This is an optimization exercise on Yosys and OpenROAD, whose aim is a short achievable clock period and few clock cycles, not a production implementation. The RTL was checked by simulation tests, not by an equivalence proof against the original design. Power and IR drop assume default switching activity.

==> flow/design.v <==
module cpu(clk,reset,s,in,out,N,V,Z,w,mem_addr,mem_cmd);
	input clk, reset, s;
	input [15:0] in;
	output N, V, Z, w;
	output [1:0] mem_cmd;
	output [8:0] mem_addr;
	output [15:0] out;
	reg N, V, Z, w;
	reg [1:0] mem_cmd;
	reg [8:0] mem_addr;
	reg [15:0] out;
	localparam FN = 6;           
	function [7:0] onehot;
		input [2:0] n;
		onehot = 8'b1 << n;
	endfunction
	function [57:0] decode;
		input [15:0] x;
		reg movi, movr, add, cmp, andi, mvn, ldr, str, halt;
		reg [7:0] ma, md, mm, rmask, wmask, dest;
		begin
			movi = (x[15:11] == 5'b11010);
			movr = (x[15:11] == 5'b11000);
			add  = (x[15:11] == 5'b10100);
			cmp  = (x[15:11] == 5'b10101);
			andi = (x[15:11] == 5'b10110);
			mvn  = (x[15:11] == 5'b10111);
			ldr  = (x[15:13] == 3'b011);
			str  = (x[15:13] == 3'b100);
			halt = (x[15:13] == 3'b111);
			ma = onehot(x[10:8]);
			md = onehot(x[7:5]);
			mm = onehot(x[2:0]);
			rmask = ({8{add | cmp | andi | ldr | str}} & ma) |
			        ({8{str}} & md) |
			        ({8{movr | add | cmp | andi | mvn}} & mm);
			dest = movi ? ma : md;
			wmask = {8{movi | movr | add | andi | mvn | ldr}} & dest;
			decode = {halt, str, ldr, mvn, andi, cmp, add, movr, movi,
			          movi | movr | add | andi | mvn,
			          rmask, wmask, ma, md, mm, dest};
		end
	endfunction
	reg [8:0] pc;           
	reg busF, busL;         
	reg prevF, prevL;       
	reg [7:0] bus_ld;       
	reg [7:0] ld_rd;        
	reg [16*FN-1:0] ib;     
	reg [FN-1:0] occ;       
	reg [15:0] q0;
	reg [57:0] qd;
	reg v0;
	reg ex_v, ex_wen, ex_add, ex_cmp, ex_ldr, ex_str, ex_and, ex_cin;
	reg [7:0] ex_rd;        
	reg [7:0] ex_ldm;       
	reg hz;                 
	reg [2:0] fsa, fsb, fss;
	reg [15:0] A, B, S;
	reg w_v;
	reg [7:0] w_rd;
	reg [15:0] w_val;
	wire d_halt = qd[57], d_str = qd[56], d_ldr = qd[55], d_mvn = qd[54];
	wire d_and = qd[53], d_cmp = qd[52], d_add = qd[51], d_movr = qd[50], d_movi = qd[49];
	wire d_wen = qd[48];
	wire [7:0] rmask = qd[47:40], wmask = qd[39:32];
	wire [7:0] ma = qd[31:24], md = qd[23:16], mm = qd[15:8], dest = qd[7:0];
	wire [15:0] sum, early;
	wire [2:0] fl;
	ALU alu(.A(A), .B(B), .cin(ex_cin), .sel_and(ex_and),
	        .sum(sum), .early(early), .flags(fl));
	always @(posedge clk) begin
		w_v <= ~reset & ex_v & ex_wen;
		w_rd <= ex_rd;
		w_val <= ex_add ? sum : early;
	end
	wire [15:0] ra, rb, rs;
	regfile RF(.clk(clk),
	           .we1(w_v), .wn1(w_rd), .wd1(w_val),
	           .we2(prevL), .wn2(ld_rd), .wd2(in),
	           .sel_a(ma), .sel_b(mm), .sel_s(md),
	           .da(ra), .db(rb), .ds(rs));
	function [15:0] pick;
		input [2:0] f;
		input [15:0] e, wv, l, r;
		pick = ({16{f[2]}} & e) | ({16{f[1]}} & wv) | ({16{f[0]}} & l) |
		       ({16{~|f}} & r);
	endfunction
	wire [15:0] va = pick(fsa, early, w_val, in, ra);
	wire [15:0] vb = pick(fsb, early, w_val, in, rb);
	wire [15:0] vs = pick(fss, early, w_val, in, rs);
	wire [15:0] vb_sh;
	shifter SH(.in(vb), .shift(q0[4:3]), .sout(vb_sh));
	wire [15:0] sx5 = {{11{q0[4]}}, q0[4:0]};
	wire [15:0] sx8 = {{8{q0[7]}}, q0[7:0]};
	wire [15:0] nextB = d_movi ? sx8 :
	                    (d_ldr | d_str) ? sx5 :
	                    ((d_cmp | d_mvn) ? ~vb_sh : vb_sh);
	wire rd_go = v0 & ~d_halt & ~w & ~hz;
	always @(posedge clk) begin
		A <= va;
		B <= nextB;
		S <= vs;
		ex_rd <= dest;
		ex_wen <= d_wen;
		ex_add <= d_add;
		ex_cmp <= d_cmp;
		ex_ldr <= d_ldr;
		ex_str <= d_str;
		ex_and <= d_and;
		ex_cin <= d_cmp;
		ex_ldm <= dest & {8{d_ldr & rd_go}};
		if (reset)
			ex_v <= 1'b0;
		else
			ex_v <= rd_go;
	end
	wire in_halt = ~v0 & ~occ[0] & prevF & (in[15:13] == 3'b111);
	wire halt_now = ((v0 & d_halt) | in_halt) & ~(ex_v & (ex_str | ex_cmp));
	reg [2:0] flags;
	always @(posedge clk) begin
		if (ex_v & ex_cmp)
			flags <= fl;
		{N, V, Z} <= flags;
		if (reset)
			w <= 1'b0;
		else if (halt_now)
			w <= 1'b1;
	end
	wire ex_mem = ex_v & (ex_ldr | ex_str);
	reg [3:0] outst;
	wire fetch = s & ~(v0 & d_halt) & ~w & (outst < FN);
	wire fetch_go = fetch & ~ex_mem;
	wire [3:0] outst_f = fetch_go ? outst + 1'b1 : outst;
	wire [3:0] outst_fd = fetch_go ? outst : outst - 1'b1;
	always @(posedge clk) begin
		if (reset)
			outst <= 1;
		else
			outst <= rd_go ? outst_fd : outst_f;
	end
	always @(posedge clk) begin
		if (reset) begin
			mem_cmd <= 2'd1;
			mem_addr <= 9'd0;
			pc <= 9'd1;
			busF <= 1'b1;
			busL <= 1'b0;
			prevF <= 1'b0;
			prevL <= 1'b0;
		end else begin
			prevF <= busF;
			prevL <= busL;
			if (ex_mem) begin
				mem_cmd <= ex_ldr ? 2'd1 : 2'd2;
				mem_addr <= sum[8:0];
				busF <= 1'b0;
				busL <= ex_ldr;
			end else if (fetch) begin
				mem_cmd <= 2'd1;
				mem_addr <= pc;
				pc <= pc + 9'd1;
				busF <= 1'b1;
				busL <= 1'b0;
			end else begin
				mem_cmd <= 2'd0;
				busF <= 1'b0;
				busL <= 1'b0;
			end
		end
		out <= S;
		bus_ld <= ex_rd;
		ld_rd <= bus_ld;
	end
	wire ld0 = rd_go | ~v0;
	wire take = ld0 & occ[0];
	wire [15:0] nq = ib[15:0];
	wire [57:0] dn = decode(nq);
	wire nx_early = rd_go & d_wen & ~d_add;
	wire nx_slow = rd_go & (d_add | d_ldr);
	wire nw_v = ex_v & ex_wen;
	function [2:0] fsel;
		input [7:0] m;
		reg e, f, l;
		begin
			e = nx_early & |(dest & m);
			f = nw_v & |(ex_rd & m);
			l = busL & |(bus_ld & m);
			fsel = {e, f & ~e, l & ~e & ~f};
		end
	endfunction
	wire hz_keep = |(rmask & ex_ldm);
	wire [7:0] busy_n = ex_ldm | (dest & {8{nx_slow}});
	wire hz_take = |(dn[47:40] & busy_n);
	wire [FN:0] occ1 = {1'b0, occ};
	wire [FN:0] occ0 = {occ, 1'b1};    
	integer i;
	always @(posedge clk) begin
		for (i = 0; i < FN; i = i + 1) begin
			if (take)
				ib[16*i +: 16] <= (prevF & occ1[i] & ~occ1[i+1]) ? in :
				                  ((i + 1 < FN) ? ib[16*(i+1) +: 16] : 16'b0);
			else
				ib[16*i +: 16] <= (prevF & ~occ1[i] & occ0[i]) ? in :
				                  (ib[16*i +: 16] & {16{occ[i]}});
		end
		q0 <= take ? nq : (q0 & {16{v0}});
		qd <= take ? dn : (qd & {58{v0}});
		hz <= take ? hz_take : hz_keep;
		fsa <= take ? fsel(dn[31:24]) : fsel(ma);
		fsb <= take ? fsel(dn[15:8]) : fsel(mm);
		fss <= take ? fsel(dn[23:16]) : fsel(md);
		if (reset) begin
			occ <= 0;
			v0 <= 1'b0;
		end else begin
			if (take)
				occ <= prevF ? occ : {1'b0, occ[FN-1:1]};
			else
				occ <= prevF ? {occ[FN-2:0], 1'b1} : occ;
			if (ld0)
				v0 <= occ[0];
		end
	end
endmodule
module regfile(clk,we1,wn1,wd1,we2,wn2,wd2,sel_a,sel_b,sel_s,da,db,ds);
	input clk, we1, we2;
	input [7:0] wn1, wn2;            
	input [15:0] wd1, wd2;
	input [7:0] sel_a, sel_b, sel_s;  
	output [15:0] da, db, ds;
	reg [16*8-1:0] R;
	function [15:0] rd;
		input [7:0] sel;
		input [16*8-1:0] r;
		integer k;
		begin
			rd = 16'b0;
			for (k = 0; k < 8; k = k + 1)
				rd = rd | (r[16*k +: 16] & {16{sel[k]}});
		end
	endfunction
	assign da = rd(sel_a, R);
	assign db = rd(sel_b, R);
	assign ds = rd(sel_s, R);
	integer i;
	always @(posedge clk) begin
		for (i = 0; i < 8; i = i + 1) begin
			if (we1 && wn1[i])
				R[16*i +: 16] <= wd1;
			else if (we2 && wn2[i])
				R[16*i +: 16] <= wd2;
		end
	end
endmodule
module shifter(in,shift,sout);
	input [15:0] in;
	input [1:0] shift;
	output [15:0] sout;
	reg [15:0] sout;
	always @(*) begin
		case(shift)
			0: sout = in;
			1: sout = {in[14:0], 1'b0};
			2: sout = {1'b0, in[15:1]};
			default: sout = {in[15], in[15:1]};
		endcase
	end
endmodule
module ALU(A,B,cin,sel_and,sum,early,flags);
	input [15:0] A, B;
	input cin, sel_and;
	output [15:0] sum, early;
	output [2:0] flags;
	wire [16:0] s17 = {A, 1'b1} + {B, cin};
	assign sum = s17[16:1];
	assign early = sel_and ? (A & B) : B;
	wire [15:0] p = A ^ B;
	wire [15:0] t = A | B;
	wire zero = &(p ~^ {t[14:0], cin});
	assign flags = {sum[15], (A[15] != B[15]) && (sum[15] != A[15]), zero};
endmodule
Settings: LEC_CHECK=0, CAP_MARGIN=20, CORE_MARGIN=2, CORE_UTILIZATION=50, SETUP_SLACK_MARGIN=5, SLEW_MARGIN=20; clock period 6.0 ns.
run.sh (not shown) runs the stock make flow with config.mk's settings and CLKGATE_MAP_FILE= SYNTH_SCRIPT=/design/flow/synth_recipe.tcl, a recipe that flattens the netlist after the stock synthesis.
The starting point finished clean.
Testbench counts at the start, summed over its fixed seeds: cycles 8,272.
Edit:
Settings changed: CORE_UTILIZATION 50 to 40, SETUP_SLACK_MARGIN 5 to 4.
The changed run passed the timing, DRC and antenna checks.
Total power falls by about 8%.
Routed wire length falls by about 20%.
Utilization falls by 24 points.
Sequential cell count stays the same.
Area after synthesis is unchanged.
Edit:
Settings changed: CORE_UTILIZATION 40 to 50.
After rerunning: Routed wire length hardly moves; combinational power falls by a few percent; clock-buffer cell count grows by 2; power goes down slightly; worst setup slack improves by 16 ps; synthesized cell count does not change; flip-flop and latch count stays the same; first-iteration DRC count came out higher slightly; sequential power hardly moves; final cell count decreases by a few percent; clock skew barely changes.
Edit:
Settings changed: CORE_UTILIZATION 50 to 40, CTS_CLUSTER_DIAMETER set to 60, CTS_CLUSTER_SIZE set to 24.
Effect: Via count drops by 1.4%. Non-clock buffer count came out higher by 4. Cell count came out higher by 4.8%.


cpu, a different RTL version from the one above (not shown whole).
For scale: about 310 flip-flops, roughly 50 I/O pins, ~0.018 mm² of cells after synthesis.
==> flow/config.mk <==
export PLATFORM = sky130hd
export DESIGN_NAME = cpu
export DESIGN_NICKNAME = cpu
export VERILOG_FILES = /design/flow/design.v
export SDC_FILE = /design/flow/constraint.sdc
export NUM_CORES = 4
export LEC_CHECK = 0
export CAP_MARGIN = 20
export CORE_MARGIN = 2
export CORE_UTILIZATION = 40
export SLEW_MARGIN = 20
==> flow/constraint.sdc <==
create_clock -name core_clock -period 6.0 [get_ports {clk}]
set_input_delay 1.2000 -clock core_clock [delete_from_list [all_inputs] [get_ports {clk}]]
set_output_delay 1.2000 -clock core_clock [all_outputs]
set_load 0.01 [all_outputs]
The starting point finished with timing, DRC and antenna clean.
Testbench counts at the start, summed over its fixed seeds: cycles 8,450.
Edit:
- SETUP_SLACK_MARGIN: not set -> 4
After rerunning: Design area increases by a quarter to a third. Utilization increases by 11 points. Total power increases by well over a third. Worst setup slack gains 0.97 ns.


Another version of the RTL of cpu (not shown whole).
Size: about 2300 cells after synthesis, ~420 flip-flops, roughly 0.022 mm² of cells after synthesis.
// cpu
module cpu(clk,reset,s,in,out,N,V,Z,w,mem_addr,mem_cmd);
	input clk, reset, s;
	input [15:0] in;
	output N, V, Z, w;
	output [1:0] mem_cmd;
	output [8:0] mem_addr;
	output [15:0] out;
	reg N, V, Z, w;
	reg [1:0] mem_cmd;
	reg [8:0] mem_addr;
	reg [15:0] out;
	localparam BW = 2;           
	localparam BN = 1 << BW;     
	function [7:0] onehot;
		input [2:0] n;
		onehot = 8'b1 << n;
	endfunction
	function [57:0] decode;
		input [15:0] x;
		reg movi, movr, add, cmp, andi, mvn, ldr, str, halt;
		reg [7:0] ma, md, mm, rmask, wmask, dest;
		begin
			movi = (x[15:11] == 5'b11010);
			movr = (x[15:11] == 5'b11000);
			add  = (x[15:11] == 5'b10100);
			cmp  = (x[15:11] == 5'b10101);
			andi = (x[15:11] == 5'b10110);
			mvn  = (x[15:11] == 5'b10111);
			ldr  = (x[15:13] == 3'b011);
			str  = (x[15:13] == 3'b100);
			halt = (x[15:13] == 3'b111);
			ma = onehot(x[10:8]);
			md = onehot(x[7:5]);
			mm = onehot(x[2:0]);
			rmask = ({8{add | cmp | andi | ldr | str}} & ma) |
			        ({8{str}} & md) |
			        ({8{movr | add | cmp | andi | mvn}} & mm);
			dest = movi ? ma : md;
			wmask = {8{movi | movr | add | andi | mvn | ldr}} & dest;
			decode = {halt, str, ldr, mvn, andi, cmp, add, movr, movi,
			          movi | movr | add | andi | mvn,
			          rmask, wmask, ma, md, mm, dest};
		end
	endfunction
	reg [8:0] pc;           
	reg busF, busL;         
	reg prevF, prevL;       
	reg [7:0] bus_ld;       
	reg [7:0] ld_rd;        
	reg [16*BN-1:0] ib;
	reg [BW-1:0] wp, rp;
	reg [BW:0] cnt;
	reg empty;
	reg [15:0] q0;
	reg [57:0] qd;
  ...
Settings: LEC_CHECK=0, CAP_MARGIN=20, CORE_MARGIN=2, CORE_UTILIZATION=40, SETUP_SLACK_MARGIN=4, SLEW_MARGIN=20; clock period 6.0 ns.
The baseline finished with timing, DRC and antenna clean.
Testbench counts at the start, summed over its fixed seeds: cycles 8,287.
Rerun with:
--- a/flow/config.mk
+++ b/flow/config.mk
@@ -9,3 +9,3 @@
 export CORE_MARGIN = 2
-export CORE_UTILIZATION = 40
+export CORE_UTILIZATION = 50
 export SETUP_SLACK_MARGIN = 4
Outcome: The changed run completed with no timing, DRC or antenna violations. Final area barely changes. Clock power barely changes. Critical path depth climbs by 2. Via count goes down by 1.0%. Routed wire length falls by 3.7%. Total power rose by 1.7%. Clock skew grows by 0.014 ns. Worst setup slack loses 0.025 ns. Synthesized cell count does not change. First-iteration DRC count came out higher by 3.1%.

separate check: timing with driven ports:
No port has a modelled driver above. Below, the same layouts with a new extraction and two added sets of constraints.
Step 1: set_driving_cell puts a clkbuf_16 on clk and a buf_2 on each other input, an assumption about the parent block.
Step 2 adds t to the input delays and takes it off the output delays; t is the mean of the earliest and latest rising clock arrival at the registers after step 1. Input paths then give back, and output paths get back, about the clock's delay inside the block.
Three values: ideal ports, drivers, drivers and shift; two values: the first two.
run	shift t [ns]	setup slack, ns	worst setup path after step 2	latest minus earliest clock arrival (ns)	slew at the worst register clock pin (ns)
the first run of note 1	0.677	3.715 / 3.666 / 3.332	input to register	0.041 / 0.042	0.07 / 0.07
the second run of note 1	0.667	3.672 / 3.610 / 3.351	input to register	0.026 / 0.026	0.06 / 0.06
the third run of note 1	0.665	3.688 / 3.629 / 3.312	input to register	0.027 / 0.027	0.07 / 0.07
the fourth run of note 1	0.647	3.679 / 3.618 / 3.411	input to register	0.040 / 0.039	0.10 / 0.10
the first run of note 2	0.616	2.033 / 2.033 / 2.033	register to register	0.018 / 0.018	0.06 / 0.06
the second run of note 2	0.633	3.002 / 3.002 / 2.582	input to register	0.023 / 0.023	0.07 / 0.07
the first run of note 3	0.650	3.151 / 3.131 / 2.481	input to register	0.020 / 0.020	0.07 / 0.07
the second run of note 3	0.643	3.126 / 3.126 / 2.592	input to register	0.035 / 0.035	0.06 / 0.06
After both steps setup and hold are still met in every run listed. The setup slack of the first run of note 3, which loses most, moves by -0.020 ns with the drivers and by -0.670 ns with both steps.
